This design comes from an exercise in tuning for small area on the open sky130 flow, not from production work. Where RTL was checked, it was by simulation tests only, not by an equivalence proof against the original. The clock port is modelled as an ideal driver; clocking choices that lean on that would not hold on a real chip.

== main ==
==> module l1_lrum, before the edit <==
module l1_lrum
#(
	parameter BYPASS = 1
)
(
	input               clk,
	input               rst_n,
	input               req,
	input               idx,
	input   [3:0]       ld_val_vect,
	input   [3:0]       tag_cmp_vect,
	output              hit,
	output  [3:0]       hit_vect,
	output  [3:0]       way_vect
);
	reg        req_r;
	reg        idx_r;
	reg        bypass_r;
	reg  [3:0] bypass_used_r;
	reg  [3:0] used0_r;
	reg  [3:0] used1_r;
	wire [3:0] used;
	wire [3:0] alloc;
	wire [3:0] upd;
	wire [3:0] used_next;
	always @(posedge clk or negedge rst_n)
		if(~rst_n) req_r <= 1'b0;
		else req_r <= req;
	always @(posedge clk) idx_r <= idx;
	generate
		if(BYPASS) begin : g_bypass
			always @(posedge clk or negedge rst_n)
				if(~rst_n) bypass_r <= 1'b0;
				else if(req) bypass_r <= (idx == idx_r);
			always @(posedge clk or negedge rst_n)
				if(~rst_n) bypass_used_r <= 4'b0;
				else if(req_r) bypass_used_r <= used_next;
		end else begin : g_no_bypass
			always @* begin
				bypass_r      = 1'b0;
				bypass_used_r = 4'b0;
			end
		end
	endgenerate
	always @(posedge clk or negedge rst_n)
		if(~rst_n) used0_r <= 4'b0;
		else if(req_r & ~idx_r) used0_r <= used_next;
	always @(posedge clk or negedge rst_n)
		if(~rst_n) used1_r <= 4'b0;
		else if(req_r & idx_r) used1_r <= used_next;
	assign used = bypass_r ? bypass_used_r : (idx_r ? used1_r : used0_r);
	assign hit_vect = ld_val_vect & tag_cmp_vect;
	assign hit      = (|hit_vect) & req_r;
	assign alloc[0] = ~used[0];
	assign alloc[1] = ~used[1] & used[0];
	assign alloc[2] = ~used[2] & (&used[1:0]);
	assign alloc[3] = ~used[3] & (&used[2:0]);
	assign way_vect  = hit ? hit_vect : alloc;
	assign upd       = used | way_vect;
	assign used_next = (&upd) ? way_vect : upd;
endmodule
==> module l1i_top, before the edit <==
module l1i_top
(
	input               clk,
	input               rst_n,
	input               core_req_val,
	input       [31:0]  core_req_addr,
	output              core_req_ack,
	output      [31:0]  core_ack_data,
	output              mau_req_val,
	output      [26:0]  mau_req_line,
	input               mau_req_ack,
	input               beat_we,
	input       [31:0]  beat_data
);
	reg         rdy1_r, rdy2_r, rdy3_r;
	wire        req_val;
	reg  [29:0] req_addr_r;
	reg         req_val_r;
	wire [25:0] req_tag_r  = req_addr_r[29:4];
	wire        req_idx_r  = req_addr_r[3];
	wire [2:0]  req_word_r = req_addr_r[2:0];
	wire        req_ack;
	reg         mau_req_was_send_r;
	reg         mau_req_ack_r;
	reg  [25:0] tag_r [0:7];
	reg  [7:0]  vld_r;
	wire [3:0]  tag_cmp_vect;
	wire [3:0]  ld_val_vect;
	wire        lru_hit;
	wire [3:0]  hit_vect;
	wire [3:0]  lru_way_vect;
	reg  [3:0]  lru_way_vect_r;
	reg  [31:0] dm_r [0:63];
	wire [3:0]  rd_way;
	always @(posedge clk or negedge rst_n)
		if(~rst_n) begin
			rdy1_r <= 1'b0;
			rdy2_r <= 1'b0;
			rdy3_r <= 1'b0;
		end else begin
			rdy1_r <= 1'b1;
			rdy2_r <= rdy1_r;
			rdy3_r <= rdy2_r;
		end
	assign req_val = rdy2_r & core_req_val & (req_ack | ~rdy3_r);
	always @(posedge clk) if(req_val) req_addr_r <= core_req_addr[31:2];
	always @(posedge clk or negedge rst_n)
		if(~rst_n) req_val_r <= 1'b0;
		else req_val_r <= req_val;
	assign req_ack = mau_req_ack_r | lru_hit;
	always @(posedge clk) if(req_val_r) lru_way_vect_r <= lru_way_vect;
	l1_lrum #(.BYPASS(0)) lrum
	(
		.clk          (clk),
		.rst_n        (rst_n),
		.req          (req_val),
		.idx          (core_req_addr[5]),
		.ld_val_vect  (ld_val_vect),
		.tag_cmp_vect (tag_cmp_vect),
		.hit          (lru_hit),
		.hit_vect     (hit_vect),
		.way_vect     (lru_way_vect)
	);
	always @(posedge clk or negedge rst_n) begin
		if(~rst_n) mau_req_was_send_r <= 1'b0;
		else if(mau_req_was_send_r) mau_req_was_send_r <= ~mau_req_ack;
		else mau_req_was_send_r <= mau_req_val;
	end
	assign mau_req_val  = (req_val_r & ~lru_hit) | mau_req_was_send_r;
	assign mau_req_line = {req_tag_r, req_idx_r};
	always @(posedge clk or negedge rst_n)
		if(~rst_n) mau_req_ack_r <= 1'b0;
		else mau_req_ack_r <= mau_req_ack;
	genvar w, k;
	generate
		for(w = 0; w < 4; w = w + 1) begin : g_way
			assign tag_cmp_vect[w] = (tag_r[{req_idx_r, w[1:0]}] == req_tag_r);
			assign ld_val_vect[w]  = vld_r[{req_idx_r, w[1:0]}];
		end
		for(k = 0; k < 8; k = k + 1) begin : g_tag
			always @(posedge clk)
				if(mau_req_ack & lru_way_vect_r[k%4] & (req_idx_r == k/4))
					tag_r[k] <= req_tag_r;
			always @(posedge clk or negedge rst_n)
				if(~rst_n) vld_r[k] <= 1'b0;
				else if(mau_req_ack & lru_way_vect_r[k%4] & (req_idx_r == k/4))
					vld_r[k] <= 1'b1;
		end
		for(k = 0; k < 64; k = k + 1) begin : g_dm
			wire [31:0] shift_in;
			if(k%8 == 7) begin : g_top
				assign shift_in = beat_data;
			end else begin : g_mid
				assign shift_in = dm_r[k+1];
			end
			always @(posedge clk)
				if(beat_we & lru_way_vect_r[(k/8)%4] & (req_idx_r == k/32))
					dm_r[k] <= shift_in;
		end
	endgenerate
	assign rd_way = req_val_r ? hit_vect : lru_way_vect_r;
	wire [63:0] rd_sel;
	reg  [31:0] rd_data;
	genvar q;
	generate
		for(q = 0; q < 64; q = q + 1) begin : g_sel
			assign rd_sel[q] = rd_way[(q/8)%4] & (req_idx_r == q/32) & (req_word_r == q%8);
		end
	endgenerate
	integer i;
	always @* begin
		rd_data = 32'b0;
		for(i = 0; i < 64; i = i + 1)
			rd_data = rd_data | ({32{rd_sel[i]}} & dm_r[i]);
	end
	assign core_req_ack  = req_ack;
	assign core_ack_data = rd_data;
endmodule
==> flow/config.mk <==
export PLATFORM = sky130hd
export DESIGN_NAME = selen_l1_cache
export DESIGN_NICKNAME = selen_l1_cache
export VERILOG_FILES = /design/flow/design.v
export SDC_FILE = /design/flow/constraint.sdc
export NUM_CORES = 8
export LEC_CHECK = 0
export CAP_MARGIN = 20
export CORE_MARGIN = 2
export CORE_UTILIZATION = 70
export PLACE_DENSITY = 0.75
export SLEW_MARGIN = 20
==> flow/constraint.sdc <==
create_clock -name core_clock -period 12.0 [get_ports {clk}]
set_input_delay 2.4000 -clock core_clock [delete_from_list [all_inputs] [get_ports {clk}]]
set_output_delay 2.4000 -clock core_clock [all_outputs]
set_load 0.01 [all_outputs]
standard.sh (not shown) runs the stock make flow with config.mk's settings and CLKGATE_MAP_FILE= SYNTH_SCRIPT=/design/flow/synth_recipe.tcl, a recipe that flattens the netlist after the stock synthesis.
==> flow/flow/run.sh <==
#!/bin/bash
# Own layout flow: the standard flow (standard.sh) with these changes:
#  - synthesis maps the logic with an area-oriented ABC script (flow/abc_area.script)
#    in place of ORFS's delay-oriented one; everything else in the synthesis, and so
#    every register, its name and its cell, is the standard synthesis's
#  - the port buffers are sky130_fd_sc_hd__buf_1
#  - clock tree: sink clusters of up to 28 flip-flops within 100 um, clkbuf_8 above the leaves, no dummy loads
# Each tool's output is in orfs/logs/ (one log per step) and in flow.log here.
set -euo pipefail
W=$(pwd)
F=$W/flow

# The standard flow's synthesis script, with yosys' abc command given our script
{
	echo "proc abc {args} { set i [lsearch -exact \$args -script]; if {\$i >= 0} { lset args [expr {\$i + 1}] $F/abc_area.script }; yosys abc {*}\$args }"
	cat "$W/synth_recipe.tcl"
} > "$W/own_synth.tcl"
sed -e "s#SYNTH_SCRIPT=[^ ]*synth_recipe.tcl#SYNTH_SCRIPT=$W/own_synth.tcl#" "$W/standard.sh" > "$W/own_standard.sh"
grep -q "SYNTH_SCRIPT=$W/own_synth.tcl" "$W/own_standard.sh"

bash "$W/own_standard.sh" \
	"BUFFER_PORTS_ARGS=-buffer_cell sky130_fd_sc_hd__buf_1" \
	"CTS_ARGS=-sink_clustering_enable -repair_clock_nets -sink_clustering_size 28 -sink_clustering_max_diameter 100 -tree_buf sky130_fd_sc_hd__clkbuf_8 -dont_use_dummy_load" \
	finish > "$W/flow.log" 2>&1
==> flow/flow/abc_area.script <==
strash
&get -n
&fraig -x
&put
scorr
dc2
dretime
strash
&get -n
&dch -f
&nf -R 1000
&put
#### Input delta (the feature branch over main)
-- flow/design.v --
<<< main, line 1
module l1_lrum
#(
	parameter BYPASS = 1
)
(
	input               clk,
>>> the feature branch, line 1
module l1_lrum
(
	input               clk,
<<< main, line 28
		else req_r <= req;
	always @(posedge clk) idx_r <= idx;
	generate
		if(BYPASS) begin : g_bypass
			always @(posedge clk or negedge rst_n)
				if(~rst_n) bypass_r <= 1'b0;
				else if(req) bypass_r <= (idx == idx_r);
			always @(posedge clk or negedge rst_n)
				if(~rst_n) bypass_used_r <= 4'b0;
				else if(req_r) bypass_used_r <= used_next;
		end else begin : g_no_bypass
			always @* begin
				bypass_r      = 1'b0;
				bypass_used_r = 4'b0;
			end
		end
	endgenerate
	always @(posedge clk or negedge rst_n)
		if(~rst_n) used0_r <= 4'b0;
>>> the feature branch, line 25
		else req_r <= req;
	always @(posedge clk) idx_r <= idx;
	always @(posedge clk or negedge rst_n)
		if(~rst_n) bypass_r <= 1'b0;
		else if(req) bypass_r <= (idx == idx_r);
	always @(posedge clk or negedge rst_n)
		if(~rst_n) bypass_used_r <= 4'b0;
		else if(req_r) bypass_used_r <= used_next;
	always @(posedge clk or negedge rst_n)
		if(~rst_n) used0_r <= 4'b0;
<<< main, line 508
	assign req_ack = mau_req_ack_r | lru_hit;
	always @(posedge clk) if(req_val_r) lru_way_vect_r <= lru_way_vect;
	l1_lrum #(.BYPASS(0)) lrum
	(
		.clk          (clk),
>>> the feature branch, line 496
	assign req_ack = mau_req_ack_r | lru_hit;
	always @(posedge clk) if(req_val_r) lru_way_vect_r <= lru_way_vect;
	l1_lrum lrum
	(
		.clk          (clk),
[summary]
The feature branch went all the way through the flow, and no timing, DRC or antenna check failed.
The feature branch vs. main: critical path depth increased 1, global-route usage decreased 0.41 points.
Compared main against the feature branch; utilization within noise.
The area of all placed cells without fillers on the feature branch is in line with that on main.
Against main, the feature branch reports a global-route wire length before repair that is lower.
In terms of height of the die, the feature branch and main differ only marginally.
Only the layout flow was run in main; the RTL was not checked for function there.

afterwards: timing with drivers on the ports:
No port has a modelled driver above. Below, the same layouts with a new extraction and two added sets of constraints.
Step 1: set_driving_cell puts a clkbuf_16 on clk and a buf_2 on each other input, an assumption about the parent block.
Step 2 moves the port delays by t, midway between the first and last clock arrival at a register: inputs arrive t later, outputs are due t later. That takes back most of the time a late clock gives input paths.
a / b / c = ideal / step 1 / step 2; a / b = the first two.
run	t, ns	setup WS [ns]	latest minus earliest clock arrival (ns)	worst data-port slew with drivers (ns)	pins driven straight from the clock port
main	1.008	1.818 / 1.716 / 2.724	0.116 / 0.116	0.23	1
the feature branch	1.026	1.331 / 1.231 / 2.256	0.095 / 0.095	0.21	1
After both steps every run listed still meets setup and hold.
